Background: an optimization exercise with open tools, aiming at small area, a short achievable clock period and few clock cycles. Do not read the settings as production practice.
At most, simulation tests tie the RTL to the original design; equivalence was not proved.
Power figures rest on the tool's default switching activity, not on a simulated workload.

Design CPU, start of the top module:
module CPU (
    input   wire          clk,
    input   wire          reset,
    input         [31:0]  dataIn,
    output  wire  [31:0]  dataOut,
    output  wire  [31:0]  address,
    output                busWriteEnable      
);
Size in the first run: about 730 flip-flops, ~99 I/O pins, ~39000 µm² of cells after synthesis.
==> flow/config.mk <==
export PLATFORM = sky130hd
export DESIGN_NAME = CPU
export DESIGN_NICKNAME = CPU
export VERILOG_FILES = /design/flow/design.v
export SDC_FILE = /design/flow/constraint.sdc
export NUM_CORES = 4
export LEC_CHECK = 0
export CAP_MARGIN = 20
export CORE_MARGIN = 2
export CORE_UTILIZATION = 35
export SETUP_SLACK_MARGIN = 4
export SLEW_MARGIN = 20
==> flow/constraint.sdc <==
create_clock -name core_clock -period 8.0 [get_ports {clk}]
set_input_delay 1.6000 -clock core_clock [delete_from_list [all_inputs] [get_ports {clk}]]
set_output_delay 1.6000 -clock core_clock [all_outputs]
set_load 0.01 [all_outputs]
run.sh (not shown) runs the stock make flow with config.mk's settings and CLKGATE_MAP_FILE= SYNTH_SCRIPT=/design/flow/synth_recipe.tcl, a recipe that flattens the netlist after the stock synthesis.
Then changed:
--- a/flow/design.v
+++ b/flow/design.v
@@ -23,29 +23,45 @@
 reg         dv;          
 reg  [11:0] dpc;
 reg         ev;
 reg         e_wr;        
 reg  [3:0]  erd;
 reg  [31:0] opA, opB, estore;
 reg         e_sub, s_add, s_log, s_sh, s_slt, s_link;
 reg  [2:0]  e_f3;        
 reg         e_left, e_arith, e_uns;
 reg         e_br, e_pred, e_jalr, e_ld, e_st;
 reg  [11:0] e_pcx;       
 reg  [31:0] regs [1:15];
-wire [31:0] bx   = e_sub ? ~opB : opB;
-wire [32:0] sum  = {1'b0, opA} + {1'b0, bx} + {32'b0, e_sub};
+function [32:0] addp(input [31:0] a, input [31:0] b, input cin);
+    reg [31:0] g, p, x;
+    integer k, l;
+    begin
+        x = a ^ b;
+        g = a & b;
+        p = x;
+        g[0] = g[0] | (p[0] & cin);
+        for (l = 1; l < 32; l = l * 2)
+            for (k = 31; k >= 0; k = k - 1)
+                if ((k / l) % 2 == 1) begin
+                    g[k] = g[k] | (p[k] & g[(k / l) * l - 1]);
+                    p[k] = p[k] & p[(k / l) * l - 1];
+                end
+        addp = {g[31], x ^ {g[30:0], cin}};
+    end
+endfunction
+wire [32:0] sum  = addp(opA, opB, e_sub);
 wire        ltu  = ~sum[32];
-wire        lts  = (opA[31] ^ opB[31]) ? opA[31] : sum[31];
-wire        eq   = (opA == opB);
+wire        lts  = (opA[31] == opB[31]) ? opA[31] : sum[31];
+wire        eq   = &(opA ^ opB);
 reg  [31:0] logr;
 always @(*) begin
     case (e_f3[1:0])
         2'b00:   logr = opA ^ opB;
         2'b10:   logr = opA | opB;
         default: logr = opA & opB;
     endcase
 end
 function [31:0] rev32(input [31:0] x);
     integer k;
     begin
         for (k = 0; k < 32; k = k + 1) rev32[k] = x[31 - k];
@@ -97,24 +113,25 @@
 wire [31:0] ldata = (ld2_f3[1:0] == 2'b00) ? {{24{~ld2_f3[2] & lsh[7]}},  lsh[7:0]}  :
                     (ld2_f3[1:0] == 2'b01) ? {{16{~ld2_f3[2] & lsh[15]}}, lsh[15:0]} : lsh;
 wire ldE    = ev & e_ld;
 wire hitE   = (erd != 4'd0)    && ((useRs1 && rs1 == erd)    || (useRs2 && rs2 == erd));
 wire hit1   = (ld1_rd != 4'd0) && ((useRs1 && rs1 == ld1_rd) || (useRs2 && rs2 == ld1_rd));
 wire rawLd  = (ldE & hitE) | (ldq1 & hit1);
 wire replayD = dv & ~redirE & (rawLd | ((rmwE | stq1) & (isLD | isST)));
 wire killD   = redirE | replayD;
 wire goD     = dv & ~killD;
 wire predT   = isJAL | (isBR & ins[31]);
 wire redirD  = goD & predT;
 wire [11:0] dpc1 = dpc + 12'd1;
+wire subD = ~ldq2 & (isBR | ((isOP | isOPI) & (f3[2:1] == 2'b01)) | (isOP & f3 == 3'b000 & ins[30]));
 function [11:0] add12(input [11:0] a, input [11:0] b);
     reg [11:0] g, p;
     integer k, l;
     begin
         g = a & b;
         p = a ^ b;
         add12 = p;
         for (l = 1; l < 12; l = l * 2)
             for (k = 11; k >= 0; k = k - 1)
                 if ((k / l) % 2 == 1) begin
                     g[k] = g[k] | (p[k] & g[(k / l) * l - 1]);
                     p[k] = p[k] & p[(k / l) * l - 1];
@@ -184,27 +201,27 @@
         ld1_f3   <= e_f3;
         ld1_off  <= sum[1:0];
         ld1_live <= ~(goD & wrRd & rd == erd);
     end
     if (ldq1) begin
         ld2_rd   <= ld1_rd;
         ld2_f3   <= ld1_f3;
         ld2_off  <= ld1_off;
         ld2_live <= ld1_live & ~(goD & wrRd & rd == ld1_rd);
     end
     erd    <= ldq2 ? ld2_rd : rd;
     opA    <= (ldq2 | isLUI) ? 32'b0 : isAUIPC ? {18'b0, dpc, 2'b00} : a1;
-    opB    <= ldq2 ? ldata : (isOP | isBR) ? a2 : isST ? immS : (isLUI | isAUIPC) ? immU : immI;
+    opB    <= (ldq2 ? ldata : (isOP | isBR) ? a2 : isST ? immS : (isLUI | isAUIPC) ? immU : immI) ^ {32{subD}};
     estore <= a2;
-    e_sub  <= ~ldq2 & (isBR | ((isOP | isOPI) & (f3[2:1] == 2'b01)) | (isOP & f3 == 3'b000 & ins[30]));
+    e_sub  <= subD;
     s_add  <= ldq2 | ((isOP | isOPI) & f3 == 3'b000) | isLUI | isAUIPC;
     s_log  <= ~ldq2 & (isOP | isOPI) & f3[2] & (f3[1:0] != 2'b01);
     s_sh   <= ~ldq2 & (isOP | isOPI) & (f3[1:0] == 2'b01);
     s_slt  <= ~ldq2 & (isOP | isOPI) & (f3[2:1] == 2'b01);
     s_link <= ~ldq2 & (isJAL | isJALR);
     e_f3   <= ldq2 ? 3'b010 : f3;
     e_left <= ~f3[2];
     e_arith<= ins[30];
     e_uns  <= f3[0];
     e_br   <= ~ldq2 & isBR;
     e_pred <= ins[31];
     e_jalr <= ~ldq2 & isJALR;
Result:
- The changed run went through all stages and came out clean
- global-route usage grows by 1.6 points
- combinational power stays flat
- wire length grows by 8.6%
- utilization shrinks by 0.53 points
- via count grows by 5.1%
- area after synthesis grows by 1.4%
No run of this note included a check of the RTL's function; only the layout flow was run.


The RTL this note starts from:
==> flow/design.v <==
module CPU (
    input   wire          clk,
    input   wire          reset,
    input         [31:0]  dataIn,
    output  wire  [31:0]  dataOut,
    output  wire  [31:0]  address,
    output                busWriteEnable      
);
reg  [11:0] fpc;         
reg         dslot;       
reg  [11:0] daddr;       
reg  [11:0] areg;        
reg         we;          
reg  [31:0] dout;        
reg  [3:0]  smask;       
reg         cv;          
reg         ld1_lat, ld2_lat;  
reg         ldq1;        
reg         ldq2;        
reg         stq1;        
reg         stq2;        
reg  [3:0]  ld1_rd, ld2_rd;      
reg  [2:0]  ld1_f3, ld2_f3;
reg  [1:0]  ld1_off, ld2_off;
reg         ld1_live, ld2_live;  
reg         dv;          
reg  [11:0] dpc;
reg         ev;
reg         e_wr;        
reg  [3:0]  erd;
reg  [31:0] opA, opB;   
reg  [4:0]  e_sh;        
reg         e_sub, s_add, s_log, s_sh, s_slt, s_link;
reg  [2:0]  e_f3;        
reg         e_left, e_arith, e_uns;
reg         e_br, e_pred, e_jalr, e_ld, e_st;
reg  [11:0] e_pcx;       
reg  [31:0] regs [1:15];
reg  [15:1] rvalid;      
function [32:0] addp(input [31:0] a, input [31:0] b, input cin);
    reg [31:0] g, p, x;
    integer k, l;
    begin
        x = a ^ b;
        g = a & b;
        p = x;
        g[0] = g[0] | (p[0] & cin);
        for (l = 1; l < 32; l = l * 2)
            for (k = 31; k >= 0; k = k - 1)
                if ((k / l) % 2 == 1) begin
                    g[k] = g[k] | (p[k] & g[(k / l) * l - 1]);
                    p[k] = p[k] & p[(k / l) * l - 1];
                end
        addp = {g[31], x ^ {g[30:0], cin}};
    end
endfunction
wire [32:0] sum  = addp(opA, opB, e_sub);
wire        ltu  = ~sum[32];
wire        lts  = (opA[31] == opB[31]) ? opA[31] : sum[31];
wire        eq   = &(opA ^ opB);
reg  [31:0] logr;
always @(*) begin
    case (e_f3[1:0])
        2'b00:   logr = opA ^ opB;
        2'b10:   logr = opA | opB;
        default: logr = opA & opB;
    endcase
end
function [31:0] rev32(input [31:0] x);
    integer k;
    begin
        for (k = 0; k < 32; k = k + 1) rev32[k] = x[31 - k];
    end
endfunction
wire [31:0] shin  = e_left ? rev32(opA) : opA;
wire        fill  = e_arith & opA[31];
wire [32:0] shr   = $signed({fill, shin}) >>> e_sh;
wire [31:0] shres = e_left ? rev32(shr[31:0]) : shr[31:0];
wire [31:0] eres = ({32{s_add}}  & sum[31:0])
                 | ({32{s_log}}  & logr)
                 | ({32{s_sh}}   & shres)
                 | ({32{s_slt}}  & {31'b0, e_uns ? ltu : lts})
                 | ({32{s_link}} & opB);
wire [13:0] asum  = opA[13:0] + {{2{e_pcx[11]}}, e_pcx};
wire        cond  = e_f3[2] ? (e_f3[1] ? ltu : lts) : eq;
wire        taken = cond ^ e_f3[0];
wire        redirE = ev & ((e_br & (taken != e_pred)) | e_jalr);
wire [11:0] tgtE   = e_jalr ? asum[13:2] : e_pcx;
wire        keepE  = ~e_jalr & ~dslot & (fpc == e_pcx);
wire        jumpE  = redirE & ~keepE;
wire        memE  = ev & (e_ld | e_st);
wire        chit  = cv & (asum[13:2] == daddr);
wire        rmwE  = ev & e_st & (e_f3[1:0] != 2'b10) & ~chit;    
wire [3:0]  stmask = (e_f3[1:0] == 2'b00) ? 4'b0001 << asum[1:0] :
                     (e_f3[1:0] == 2'b01) ? 4'b0011 << asum[1:0] : 4'b1111;
wire [31:0] stpos  = (e_f3[1:0] == 2'b00) ? {4{opB[7:0]}} :
                     (e_f3[1:0] == 2'b01) ? {asum[1] ? opB[15:8] : opB[7:0],
                                             asum[1:0] == 2'b01 ? opB[15:8] : opB[7:0],
                                             asum[1:0] == 2'b00 ? opB[15:8] : opB[7:0],
                                             opB[7:0]} : opB;
wire [31:0] ins   = dataIn;
wire [4:0]  opc   = ins[6:2];
wire [2:0]  f3    = ins[14:12];
wire [3:0]  rs1   = ins[18:15];
wire [3:0]  rs2   = ins[23:20];
wire [3:0]  rd    = ins[10:7];
wire isLUI   =  ins[5] &  ins[4] &  ins[2];
wire isAUIPC = ~ins[5] &  ins[4] &  ins[2];
wire isJAL   =  ins[3];
wire isJALR  =  ins[6] &  ins[2] & ~ins[3];
wire isBR    =  ins[6] & ~ins[2];
wire isLD    = ~ins[5] & ~ins[4];
wire isST    = ~ins[6] &  ins[5] & ~ins[4];
wire isOPI   = ~ins[5] &  ins[4] & ~ins[2];
wire isOP    =  ins[5] &  ins[4] & ~ins[2];
wire useRs1  = ~(isLUI | isAUIPC | isJAL);
wire useRs2  = isBR | isST | isOP;
wire wrRd    = isLUI | isAUIPC | isJAL | isJALR | isOPI | isOP;
wire [31:0] immI = {{20{ins[31]}}, ins[31:20]};
wire [31:0] immS = {{20{ins[31]}}, ins[31:25], ins[11:7]};
wire [31:0] immU = {ins[31:12], 12'b0};
wire [11:0] offB = {ins[31], ins[31], ins[7], ins[30:25], ins[11:9]};        
wire [11:0] offJ = {ins[13:12], ins[20], ins[30:22]};                
wire [31:0] rf1 = (rs1 != 4'd0 && rvalid[rs1]) ? regs[rs1] : 32'b0;
wire [31:0] rf2 = (rs2 != 4'd0 && rvalid[rs2]) ? regs[rs2] : 32'b0;
wire [31:0] a1  = (e_wr && erd == rs1) ? eres : rf1;
wire [31:0] a2  = (e_wr && erd == rs2) ? eres : rf2;
wire [31:0] lsh  = dataIn >> {ld2_off, 3'b000};
wire [31:0] ldata = (ld2_f3[1:0] == 2'b00) ? {{24{~ld2_f3[2] & lsh[7]}},  lsh[7:0]}  :
                    (ld2_f3[1:0] == 2'b01) ? {{16{~ld2_f3[2] & lsh[15]}}, lsh[15:0]} : lsh;
wire ldE    = ev & e_ld;
wire hitE   = (erd != 4'd0)    && ((useRs1 && rs1 == erd)    || (useRs2 && rs2 == erd));
wire hit1   = (ld1_rd != 4'd0) && ((useRs1 && rs1 == ld1_rd) || (useRs2 && rs2 == ld1_rd));
wire rawLd  = (ldE & hitE) | (ldq1 & hit1);
wire replayD = dv & ~redirE & (rawLd | ((rmwE | stq1) & (isLD | isST)));
wire killD   = redirE | replayD;
wire goD     = dv & ~killD;
wire predT   = isJAL | (isBR & ins[31]);
wire redirD  = goD & predT;
wire [11:0] dpc1 = dpc + 12'd1;
wire        selR = ~ldq2 & (isOP | isBR | isST);
wire [31:0] immX = (ldq2 ? ldata : (isJAL | isJALR) ? {18'b0, dpc1, 2'b00} : (isLUI | isAUIPC) ? immU : immI) ^ {32{subD}};
wire subD = ~ldq2 & (isBR | ((isOP | isOPI) & (f3[2:1] == 2'b01)) | (isOP & f3 == 3'b000 & ins[30]));
function [11:0] add12(input [11:0] a, input [11:0] b);
    reg [11:0] g, p;
    integer k, l;
    begin
        g = a & b;
        p = a ^ b;
        add12 = p;
        for (l = 1; l < 12; l = l * 2)
            for (k = 11; k >= 0; k = k - 1)
                if ((k / l) % 2 == 1) begin
                    g[k] = g[k] | (p[k] & g[(k / l) * l - 1]);
                    p[k] = p[k] & p[(k / l) * l - 1];
                end
        add12 = add12 ^ {g[10:0], 1'b0};
    end
endfunction
wire [11:0] tgtB = add12(dpc, offB);
wire [11:0] tgtJ = add12(dpc, offJ);
wire [11:0] tgtD = ins[2] ? tgtJ : tgtB;
wire [11:0] fpcN = jumpE ? tgtE : replayD ? dpc : redirD ? tgtD : ~dslot ? fpc + 12'd1 : fpc;
integer i;
always @(posedge clk) begin
    if (reset) begin
        fpc   <= 12'd0;
        areg  <= 12'd0;
        dslot <= 1'b0;
        we    <= 1'b0;
        ldq1  <= 1'b0;
        ldq2  <= 1'b0;
        stq1  <= 1'b0;
        stq2  <= 1'b0;
        cv    <= 1'b0;
        dv    <= 1'b0;
        ev    <= 1'b0;
        e_wr  <= 1'b0;
    end else begin
        dv  <= ~dslot & ~jumpE & ~replayD & ~redirD;
        dpc <= fpc;
        fpc  <= fpcN;
        areg <= memE ? asum[13:2] : stq2 ? daddr : fpcN;
        dslot <= memE | stq2;
        we    <= (memE & e_st & ~rmwE) | stq2;
        ldq1  <= ldE;
        ldq2  <= ldq1;
        stq1  <= rmwE;
        stq2  <= stq1;
        if (memE)
            cv <= e_st ? ~rmwE : chit;
        else if (stq2 | (ldq2 & ld2_lat))
            cv <= 1'b1;
        ev   <= goD | ldq2;
        e_wr <= ldq2 ? (ld2_live & (ld2_rd != 4'd0)) : (goD & wrRd & (rd != 4'd0));
    end
    if (memE)
        daddr <= asum[13:2];
    if (memE & e_st) begin
        smask <= stmask;
        dout  <= {stmask[3] ? stpos[31:24] : dout[31:24],
                  stmask[2] ? stpos[23:16] : dout[23:16],
                  stmask[1] ? stpos[15:8]  : dout[15:8],
                  stmask[0] ? stpos[7:0]   : dout[7:0]};
    end else if (ldq2 & ld2_lat)
        dout <= dataIn;
    if (stq2)
        dout <= {smask[3] ? dout[31:24] : dataIn[31:24],
                 smask[2] ? dout[23:16] : dataIn[23:16],
                 smask[1] ? dout[15:8]  : dataIn[15:8],
                 smask[0] ? dout[7:0]   : dataIn[7:0]};
    if (ldE) begin
        ld1_rd   <= erd;
        ld1_f3   <= e_f3;
        ld1_off  <= asum[1:0];
        ld1_lat  <= 1'b1;
        ld1_live <= ~(goD & wrRd & rd == erd);
    end
    if (ldq1) begin
        ld2_rd   <= ld1_rd;
        ld2_f3   <= ld1_f3;
        ld2_off  <= ld1_off;
        ld2_lat  <= ld1_lat & ~memE;
        ld2_live <= ld1_live & ~(goD & wrRd & rd == ld1_rd);
    end
    erd    <= ldq2 ? ld2_rd : rd;
    opA    <= (ldq2 | isLUI) ? 32'b0 : isAUIPC ? {18'b0, dpc, 2'b00} : a1;
    e_sh   <= (isOP ? a2[4:0] : ins[24:20]);
    opB    <= selR ? a2 ^ {32{subD}} : immX;
    e_sub  <= subD;
    s_add  <= ldq2 | ((isOP | isOPI) & f3 == 3'b000) | isLUI | isAUIPC;
    s_log  <= ~ldq2 & (isOP | isOPI) & f3[2] & (f3[1:0] != 2'b01);
    s_sh   <= ~ldq2 & (isOP | isOPI) & (f3[1:0] == 2'b01);
    s_slt  <= ~ldq2 & (isOP | isOPI) & (f3[2:1] == 2'b01);
    s_link <= ~ldq2 & (isJAL | isJALR);
    e_f3   <= ldq2 ? 3'b010 : f3;
    e_left <= ~f3[2];
    e_arith<= ins[30];
    e_uns  <= f3[0];
    e_br   <= ~ldq2 & isBR;
    e_pred <= ins[31];
    e_jalr <= ~ldq2 & isJALR;
    e_ld   <= ~ldq2 & isLD;
    e_st   <= ~ldq2 & isST;
    e_pcx  <= isBR ? (ins[31] ? dpc1 : tgtD) : isST ? immS[11:0] : immI[11:0];
    for (i = 1; i < 16; i = i + 1) begin
        if (e_wr && erd == i)
            regs[i] <= eres;
        if (reset)
            rvalid[i] <= 1'b0;
        else if (e_wr && erd == i)
            rvalid[i] <= 1'b1;
    end
end
assign address        = {18'b0, areg, 2'b00};
assign busWriteEnable = we;
assign dataOut        = dout;
endmodule
Settings: LEC_CHECK=0, CAP_MARGIN=20, CORE_MARGIN=2, CORE_UTILIZATION=35, CTS_BUF_LIST=sky130_fd_sc_hd__clkbuf_8, SETUP_SLACK_MARGIN=4, SLEW_MARGIN=20; clock period 8.0 ns.
Testbench counts at the start, summed over its fixed seeds: cycles 105,002.
Then changed:
--- a/flow/design.v
+++ b/flow/design.v
@@ -25,8 +25,11 @@
 reg         ld1_live, ld2_live;  
 reg         dv;          
 reg  [11:0] dpc;
-reg         ev;
-reg         e_wr;        
+reg         ev_r;
+reg         e_wr_r;      
+reg         esq;         
+wire        ev   = ev_r & ~esq;
+wire        e_wr = e_wr_r & ~esq;
 reg  [3:0]  erd;
 reg  [31:0] opA, opB;   
 reg  [4:0]  e_sh;        
@@ -86,8 +89,6 @@
 wire        taken = cond ^ e_f3[0];
 wire        redirE = ev & ((e_br & (taken != e_pred)) | e_jalr);
 wire [11:0] tgtE   = e_jalr ? asum[13:2] : e_pcx;
-wire        keepE  = ~e_jalr & ~dslot & (fpc == e_pcx);
-wire        jumpE  = redirE & ~keepE;
 wire        memE  = ev & (e_ld | e_st);
 wire        chit  = cv & (asum[13:2] == daddr);
 wire        rmwE  = ev & e_st & (e_f3[1:0] != 2'b10) & ~chit;    
@@ -132,9 +133,8 @@
 wire hitE   = (erd != 4'd0)    && ((useRs1 && rs1 == erd)    || (useRs2 && rs2 == erd));
 wire hit1   = (ld1_rd != 4'd0) && ((useRs1 && rs1 == ld1_rd) || (useRs2 && rs2 == ld1_rd));
 wire rawLd  = (ldE & hitE) | (ldq1 & hit1);
-wire replayD = dv & ~redirE & (rawLd | ((rmwE | stq1) & (isLD | isST)));
-wire killD   = redirE | replayD;
-wire goD     = dv & ~killD;
+wire replayD = dv & (rawLd | ((rmwE | stq1) & (isLD | isST)));
+wire goD     = dv & ~replayD;     
 wire predT   = isJAL | (isBR & ins[31]);
 wire redirD  = goD & predT;
 wire [11:0] dpc1 = dpc + 12'd1;
@@ -160,7 +160,7 @@
 wire [11:0] tgtB = add12(dpc, offB);
 wire [11:0] tgtJ = add12(dpc, offJ);
 wire [11:0] tgtD = ins[2] ? tgtJ : tgtB;
-wire [11:0] fpcN = jumpE ? tgtE : replayD ? dpc : redirD ? tgtD : ~dslot ? fpc + 12'd1 : fpc;
+wire [11:0] fpcN = redirE ? tgtE : replayD ? dpc : redirD ? tgtD : ~dslot ? fpc + 12'd1 : fpc;
 integer i;
 always @(posedge clk) begin
     if (reset) begin
@@ -174,10 +174,11 @@
         stq2  <= 1'b0;
         cv    <= 1'b0;
         dv    <= 1'b0;
-        ev    <= 1'b0;
-        e_wr  <= 1'b0;
+        ev_r  <= 1'b0;
+        e_wr_r <= 1'b0;
+        esq   <= 1'b0;
     end else begin
-        dv  <= ~dslot & ~jumpE & ~replayD & ~redirD;
+        dv  <= ~dslot & ~redirE & ~replayD & ~redirD;
         dpc <= fpc;
         fpc  <= fpcN;
         areg <= memE ? asum[13:2] : stq2 ? daddr : fpcN;
@@ -191,8 +192,9 @@
             cv <= e_st ? ~rmwE : chit;
         else if (stq2 | (ldq2 & ld2_lat))
             cv <= 1'b1;
-        ev   <= goD | ldq2;
-        e_wr <= ldq2 ? (ld2_live & (ld2_rd != 4'd0)) : (goD & wrRd & (rd != 4'd0));
+        ev_r   <= goD | ldq2;
+        esq    <= redirE & ~ldq2;
+        e_wr_r <= ldq2 ? (ld2_live & (ld2_rd != 4'd0)) : (goD & wrRd & (rd != 4'd0));
     end
     if (memE)
         daddr <= asum[13:2];
@@ -221,7 +223,7 @@
         ld2_f3   <= ld1_f3;
         ld2_off  <= ld1_off;
         ld2_lat  <= ld1_lat & ~memE;
-        ld2_live <= ld1_live & ~(goD & wrRd & rd == ld1_rd);
+        ld2_live <= ld1_live & ~(goD & ~redirE & wrRd & rd == ld1_rd);
     end
     erd    <= ldq2 ? ld2_rd : rd;
     opA    <= (ldq2 | isLUI) ? 32'b0 : isAUIPC ? {18'b0, dpc, 2'b00} : a1;
Effect: Final area decreases slightly; area after synthesis came out lower slightly; total power falls by a few percent; worst setup slack is worse by 120 ps; final cell count hardly moves; worst hold slack improves by 12 ps; routed wire length hardly moves; first-iteration DRC count is higher slightly; die area came out lower slightly; count of clock-buffer cells in the layout fell by 2; synthesized cell count stays flat.
Testbench counts after the change, summed over its fixed seeds: cycles 105,547.

==> re-timing with driven ports <==
The flow's constraints put no driver on any port. The routed layouts listed below were extracted and timed again, unchanged, in two steps.
Step 1: set_driving_cell puts a clkbuf_16 on clk and a buf_2 on each other input, an assumption about the parent block.
Step 2 moves the port delays by t, midway between the first and last clock arrival at a register: inputs arrive t later, outputs are due t later. That takes back most of the time a late clock gives input paths.
Three values: ideal, step 1, step 2; two values: the first two.
| run | t (ns) | setup slack, ns | worst hold slack (ns) | worst setup path after step 2 | latest minus earliest clock arrival (ns) |
|---|---|---|---|---|---|
| the first run of note 1 | 0.735 | 3.876 / 3.876 / 3.296 | 0.422 / 0.422 / 0.422 | input to register | 0.044 / 0.044 |
| the second run of note 1 | 0.728 | 3.985 / 4.006 / 3.302 | 0.424 / 0.424 / 0.424 | input to register | 0.070 / 0.069 |
| the first run of note 2 | 0.820 | 4.009 / 3.994 / 3.174 | 0.411 / 0.411 / 0.411 | input to register | 0.062 / 0.062 |
| the second run of note 2 | 0.833 | 3.889 / 3.926 / 3.093 | 0.423 / 0.423 / 0.423 | input to register | 0.066 / 0.066 |
After both steps setup and hold are still met in every run listed. For the first run of note 2, which loses most, drivers alone change the setup slack by -0.015 ns; drivers and shift together by -0.835 ns.
